This design comes from an exercise in tuning for small area, a short achievable clock period and few clock cycles per item on the open sky130 flow, not from production work.
At most, simulation tests tie the RTL to the original design; equivalence was not proved.
Power and IR drop assume default switching activity.

// sha1_block
module sha1_block (
    input wire clk,
    input wire rst,
    input wire start,
    input wire [159:0] context_in,
    input wire [511:0] block,
    output wire done,
    output wire [159:0] context_out);
Size: about 3100 cells after synthesis, roughly 0.030 mm2 of cells after synthesis.
export LEC_CHECK = 0
export CAP_MARGIN = 20
export CORE_MARGIN = 2
export CORE_UTILIZATION = 50
export PLACE_DENSITY = 0.65
export SETUP_SLACK_MARGIN = 2.9
export SLEW_MARGIN = 20
create_clock -name core_clock -period 6.0 [get_ports {clk}]
standard.sh (not shown) runs the stock make flow with config.mk's settings and CLKGATE_MAP_FILE= SYNTH_SCRIPT=/design/flow/synth_recipe.tcl, a recipe that flattens the netlist after the stock synthesis.
==> flow/flow/run.sh <==
#!/bin/bash
# The standard ORFS layout (standard.sh), except that the buffers ORFS puts on
# every input and output port are the smallest buffer cell instead of the
# resizer's default choice.
set -euo pipefail
bash standard.sh BUFFER_PORTS_ARGS="-buffer_cell sky130_fd_sc_hd__buf_1" finish > flow_make.log 2>&1
Testbench counts at the start, summed over its fixed seeds: cycles 43,520, blocks 512.
Edit:
--- a/flow/config.mk
+++ b/flow/config.mk
@@ -10,4 +10,6 @@
 export CORE_UTILIZATION = 50
+export CTS_CLUSTER_DIAMETER = 80
+export CTS_CLUSTER_SIZE = 30
 export PLACE_DENSITY = 0.65
-export SETUP_SLACK_MARGIN = 2.9
+export SETUP_SLACK_MARGIN = 2.6
 export SLEW_MARGIN = 20
What happened:
- The new run finished clean
- clock power went down by 39%
- core utilization goes down by 4.7 points
- global-route usage goes down by 2.0 points
Edit:
--- a/flow/config.mk
+++ b/flow/config.mk
@@ -7,2 +7,3 @@
 export LEC_CHECK = 0
+export ABC_AREA = 1
 export CAP_MARGIN = 20
Effect: The changed run produced a clean layout. Total power goes up by a little under a tenth. Die area goes up by roughly a tenth. Count of clock-buffer cells in the layout goes up by 7. Setup slack gets better by 0.011 ns. Combinational power goes up by a little under a tenth.
Edit:
--- a/flow/config.mk
+++ b/flow/config.mk
@@ -7,9 +7,8 @@
 export LEC_CHECK = 0
-export ABC_AREA = 1
 export CAP_MARGIN = 20
 export CORE_MARGIN = 2
-export CORE_UTILIZATION = 50
+export CORE_UTILIZATION = 55
 export CTS_CLUSTER_DIAMETER = 80
 export CTS_CLUSTER_SIZE = 30
-export PLACE_DENSITY = 0.65
+export PLACE_DENSITY = 0.7
 export SETUP_SLACK_MARGIN = 2.6
The changed run passed the timing, DRC and antenna checks.
Synthesized area decreases by 9.4%.
Clock power came out lower by 14%.
Maximum frequency went down by about 2.8%.
Cell area shrinks by about 6%.
Wire length decreases by about 20%.
Critical path depth grows by 3.
Synthesized cell count falls by 33%.
Count of clock-buffer cells in the layout goes down by 7.
First-iteration DRC count is lower by 25%.
Core utilization rises by 8.6 points.
Edit:
--- a/flow/config.mk
+++ b/flow/config.mk
@@ -9,7 +9,5 @@
 export CORE_MARGIN = 2
-export CORE_UTILIZATION = 55
-export CTS_CLUSTER_DIAMETER = 80
-export CTS_CLUSTER_SIZE = 30
-export PLACE_DENSITY = 0.7
-export SETUP_SLACK_MARGIN = 2.6
+export CORE_UTILIZATION = 50
+export PLACE_DENSITY = 0.65
+export SETUP_SLACK_MARGIN = 1.9
 export SLEW_MARGIN = 20
- power grows by a little under a tenth
- global-route usage decreases by 6.8 points
- sequential share of layout area came out lower by 0.40 points
- via count came out lower by a few percent
- routed wire length decreases by a few percent
- area after synthesis stays the same
- clock-buffer cell count rises by 66
- first-iteration DRC count decreases by a few percent
- cell count grows slightly
- fmax came out lower by roughly a tenth
- critical path depth goes down by 1

* * *

== P ==
Another version of the RTL of sha1_block (not shown whole).
For scale: about 3700 cells after synthesis, roughly 750 flip-flops, roughly 37000 µm² of cells after synthesis.
Settings: LEC_CHECK=0, CAP_MARGIN=20, CORE_MARGIN=2, CORE_UTILIZATION=50, PLACE_DENSITY=0.65, SLEW_MARGIN=20; clock period 6.0 ns.
run.sh (not shown) runs the stock make flow with config.mk's settings and CLKGATE_MAP_FILE= SYNTH_SCRIPT=/design/flow/synth_recipe.tcl, a recipe that flattens the netlist after the stock synthesis.
Stock flow here: none of the scripts above is used.
diff inputs: P => Q
- an added SETUP_SLACK_MARGIN of 3.0
Findings:
- In the tables for P and Q, count of buffers added by post-CTS timing repair for setup reads lower with P.
- Q: done, clean on timing, DRC and antenna
- Power per standard cell area: P and Q compared, higher one is Q
- Delta (Q minus P): routed wire length picked up an extra 12000 µm; clock network latency to the later pin of the worst-skew pair picked up an extra 0.04 ns; total power picked up an extra 11%; via count of the first global-routing pass picked up an extra 1915; setup slack picked up an extra 1.00 ns.
No functional check of the RTL was part of any run of this note.

* * *

sha1_block, a different RTL version from the one above (not shown whole).
Size in the first run: about 720 flip-flops, about 840 I/O pins, roughly 32,000 um2 of cells after synthesis.
Design sha1_block, start of the top module:
module sha1_block (
    input wire clk,
    input wire rst,
    input wire start,
    input wire [159:0] context_in,
    input wire [511:0] block,
    output wire done,
    output wire [159:0] context_out);
Settings: LEC_CHECK=0, CAP_MARGIN=20, CORE_MARGIN=2, CORE_UTILIZATION=50, PLACE_DENSITY=0.65, SETUP_SLACK_MARGIN=3.1, SLEW_MARGIN=20; clock period 6.0 ns.
standard.sh (not shown) runs the stock make flow with config.mk's settings and CLKGATE_MAP_FILE= SYNTH_SCRIPT=/design/flow/synth_recipe.tcl, a recipe that flattens the netlist after the stock synthesis.
Scripts as last shown in full above: flow/flow/run.sh
Edit:
Settings changed: CTS_BUF_LIST from default to sky130_fd_sc_hd__clkbuf_4 sky130_fd_sc_hd__clkbuf_8, CTS_CLUSTER_SIZE from default to 30, SETUP_SLACK_MARGIN 3.1 to 2.3.
Outcome: Maximum frequency goes down slightly; power shrinks by a few percent; clock power goes down by roughly a tenth; combinational power went down by roughly a tenth; first-iteration DRC count came out lower by a few percent; worst setup slack loses 24 ps; clock skew came out higher by 15 ps; utilization shrinks by 3.8 points; via count is lower by a few percent.
Function was not checked in any run of this note: the RTL went through the layout flow alone.

* * *

The RTL this note starts from:
==> flow/design.v <==
module sha1_block (
    input wire clk,
    input wire rst,
    input wire start,
    input wire [159:0] context_in,
    input wire [511:0] block,
    output wire done,
    output wire [159:0] context_out);
reg [31:0] a, b, c;       
reg [511:0] win;         
reg [31:0] s;            
reg [31:0] pw;           
reg [31:0] yz;           
reg [6:0] cnt;           
reg [3:0] gk;            
reg [2:0] gf;            
reg busy;
reg f1, f2, f81, f82, f83;   
reg done_r;
assign done = done_r;
assign context_out = {b, rotl2(c), pw, s, a};
wire [31:0] h0 = context_in[159:128];
wire [31:0] h1 = context_in[127:96];
wire [31:0] h2 = context_in[95:64];
wire [31:0] h3 = context_in[63:32];
wire [31:0] h4 = context_in[31:0];
function [31:0] rotl5(input [31:0] x); rotl5 = {x[26:0], x[31:27]}; endfunction
function [31:0] rotr2(input [31:0] x); rotr2 = {x[1:0], x[31:2]}; endfunction
function [31:0] rotl2(input [31:0] x); rotl2 = {x[29:0], x[31:30]}; endfunction
function [31:0] rotl1(input [31:0] x); rotl1 = {x[30:0], x[31]}; endfunction
function [31:0] sk_add(input [31:0] x, input [31:0] y);
    reg [31:0] g, p;
    integer i, l;
    begin
        g = x & y;
        p = x ^ y;
        for (l = 0; l < 5; l = l + 1)
            for (i = 31; i >= 0; i = i - 1)
                if (((i >> l) & 1) == 1) begin
                    g[i] = g[i] | (p[i] & g[((i >> l) << l) - 1]);
                    p[i] = p[i] & p[((i >> l) << l) - 1];
                end
        sk_add = x ^ y ^ {g[30:0], 1'b0};
    end
endfunction
function [31:0] sk_add3(input [31:0] x, input [31:0] y, input [31:0] z);
    reg [31:0] m;
    begin
        m = (x & y) | (x & z) | (y & z);
        sk_add3 = sk_add(x ^ y ^ z, {m[30:0], 1'b0});
    end
endfunction
function [31:0] kconst(input [3:0] g);
    kconst = ({32{g[0]}} & 32'h5A827999) | ({32{g[1]}} & 32'h6ED9EBA1) |
             ({32{g[2]}} & 32'h8F1BBCDC) | ({32{g[3]}} & 32'hCA62C1D6);
endfunction
wire [31:0] wx = rotl1(win[95:64] ^ win[255:224] ^ win[447:416] ^ win[511:480]);
reg [31:0] wn;
integer i;
always @* begin
    wn = {32{cnt >= 7'd16 && cnt < 7'd80}} & wx;
    for (i = 0; i < 16; i = i + 1)
        wn = wn | ({32{cnt == i}} & block[511 - 32*i -: 32]);
    wn = wn | ({32{cnt == 7'd80}} & h4) | ({32{cnt == 7'd81}} & h3) | ({32{cnt == 7'd82}} & h2);
end
wire [31:0] wq1 = win[31:0];                
wire [31:0] y = rotr2(b), z = c;
wire [31:0] fp = ({32{gf[0]}} & y) | ({32{gf[1]}} & ~yz) | ({32{gf[2]}} & (y | z));
wire [31:0] fq = ({32{gf[0]}} & z) | ({32{gf[1]}} & yz) | ({32{gf[2]}} & (y & z));
wire [31:0] f = (a & fp) | (~a & fq);      
wire [31:0] a_n = sk_add(rotl5(a), s);
wire [31:0] s_n = sk_add(f, pw);
wire [31:0] pw_n = sk_add3(c, kconst(gk), wq1);
wire [31:0] hb = {32{f82 | f83}} & yz;
always @(posedge clk) begin
    if (rst) begin
        busy <= 1'b0;
        done_r <= 1'b0;
    end else begin
        done_r <= busy && f83;
        if (start) busy <= 1'b1;
        else if (f83) busy <= 1'b0;
    end
    if (rst || !(busy || start)) cnt <= 7'd0;
    else cnt <= cnt + 7'd1;
    f1 <= start;
    f2 <= f1;
    f81 <= busy && (cnt == 7'd80);
    f82 <= busy && (cnt == 7'd81);
    f83 <= busy && (cnt == 7'd82);
    if (cnt < 7'd20) gk <= 4'b0001;
    else if (cnt < 7'd40) gk <= 4'b0010;
    else if (cnt < 7'd60) gk <= 4'b0100;
    else if (cnt < 7'd80) gk <= 4'b1000;
    else gk <= 4'b0000;
    gf <= (f81 || f82) ? 3'b000 : {gk[2], gk[1] | gk[3], gk[0]};
    win <= {win[479:0], wn};
    s <= s_n;
    pw <= pw_n;
    yz <= f81 ? h1 : f82 ? h0 : rotr2(a) ^ rotr2(b);
    if (start) begin
        a <= rotl2(h2);
        b <= rotl2(h3);
        c <= h4;
    end else begin
        a <= ({32{f1}} & h1) | ({32{f2}} & h0) | ({32{f83}} & s) |
             ({32{!(f1 | f2 | f83)}} & a_n);
        b <= sk_add(a, hb);
        c <= rotr2(b);
    end
end
endmodule
clock: 6.0 ns
lec_check: 0
cap_margin: 20
core_margin: 2
core_utilization: 50
cts_cluster_diameter: 80
cts_cluster_size: 30
place_density: 0.65
setup_slack_margin: 2.4
slew_margin: 20
Scripts as last shown in full above: flow/flow/run.sh
Testbench counts at the start, summed over its fixed seeds: cycles 43,520, blocks 512.
Then changed:
Settings changed: SETUP_SLACK_MARGIN 2.4 to 2.6.
Maximum frequency rises by 4.5%.
Synthesized area stays the same.
Routed wire length rises by 0.96%.
Sequential cell count does not change.
Sequential power hardly moves.
Register-to-register slack gains 150 ps.
Core utilization rose by 0.74 points.
Clock skew hardly moves.
Worst setup slack is better by 150 ps.
Power went up by 1.1%.
Critical path depth drops by 3.

[what the ideal ports hide]
How much do the figures lean on ideal ports? The routed layouts below were timed once more, with nothing changed but the port constraints. Step 1 (the two cells are an assumption about what drives the block):
set clk [get_ports {clk}]
set_driving_cell -lib_cell sky130_fd_sc_hd__clkbuf_16 $clk
set_driving_cell -lib_cell sky130_fd_sc_hd__buf_2 [delete_from_list [all_inputs] $clk]
Step 2 also shifts input and output timing later by t, the mid clock arrival at the registers, as if the neighbouring blocks saw the same clock. a / b / c = ideal ports / drivers / drivers and shift; a / b = the first two.
run	shift t [ns]	slack for setup (ns)	clock arrival spread, ns	worst data-port slew with drivers (ns)	cell pins on the clock port's net
the first run of note 1	0.693	2.652 / 2.652 / 2.652	0.029 / 0.029	0.27	1
the second run of note 1	0.666	2.592 / 2.592 / 2.592	0.022 / 0.022	0.19	1
the third run of note 1	0.688	2.602 / 2.602 / 2.602	0.044 / 0.045	0.28	1
the fourth run of note 1	0.657	2.505 / 2.505 / 2.505	0.022 / 0.021	0.26	1
the fifth run of note 1	0.679	2.119 / 2.119 / 2.119	0.043 / 0.043	0.21	1
P	0.678	0.815 / 0.815 / 0.809	0.026 / 0.026	0.24	1
Q	0.711	1.818 / 1.818 / 1.260	0.032 / 0.032	0.28	1
the first run of note 3	0.680	2.278 / 2.318 / 1.638	0.032 / 0.032	0.38	1
the second run of note 3	0.786	2.254 / 2.254 / 1.586	0.049 / 0.050	0.24	1
the first run of note 4	0.663	2.471 / 2.471 / 2.471	0.043 / 0.042	0.25	1
the second run of note 4	0.667	2.624 / 2.624 / 2.624	0.040 / 0.040	0.23	1
After both steps every run listed still meets setup and hold. For the second run of note 3, which loses most, drivers alone change the setup slack by 0.000 ns; drivers and shift together by -0.668 ns.
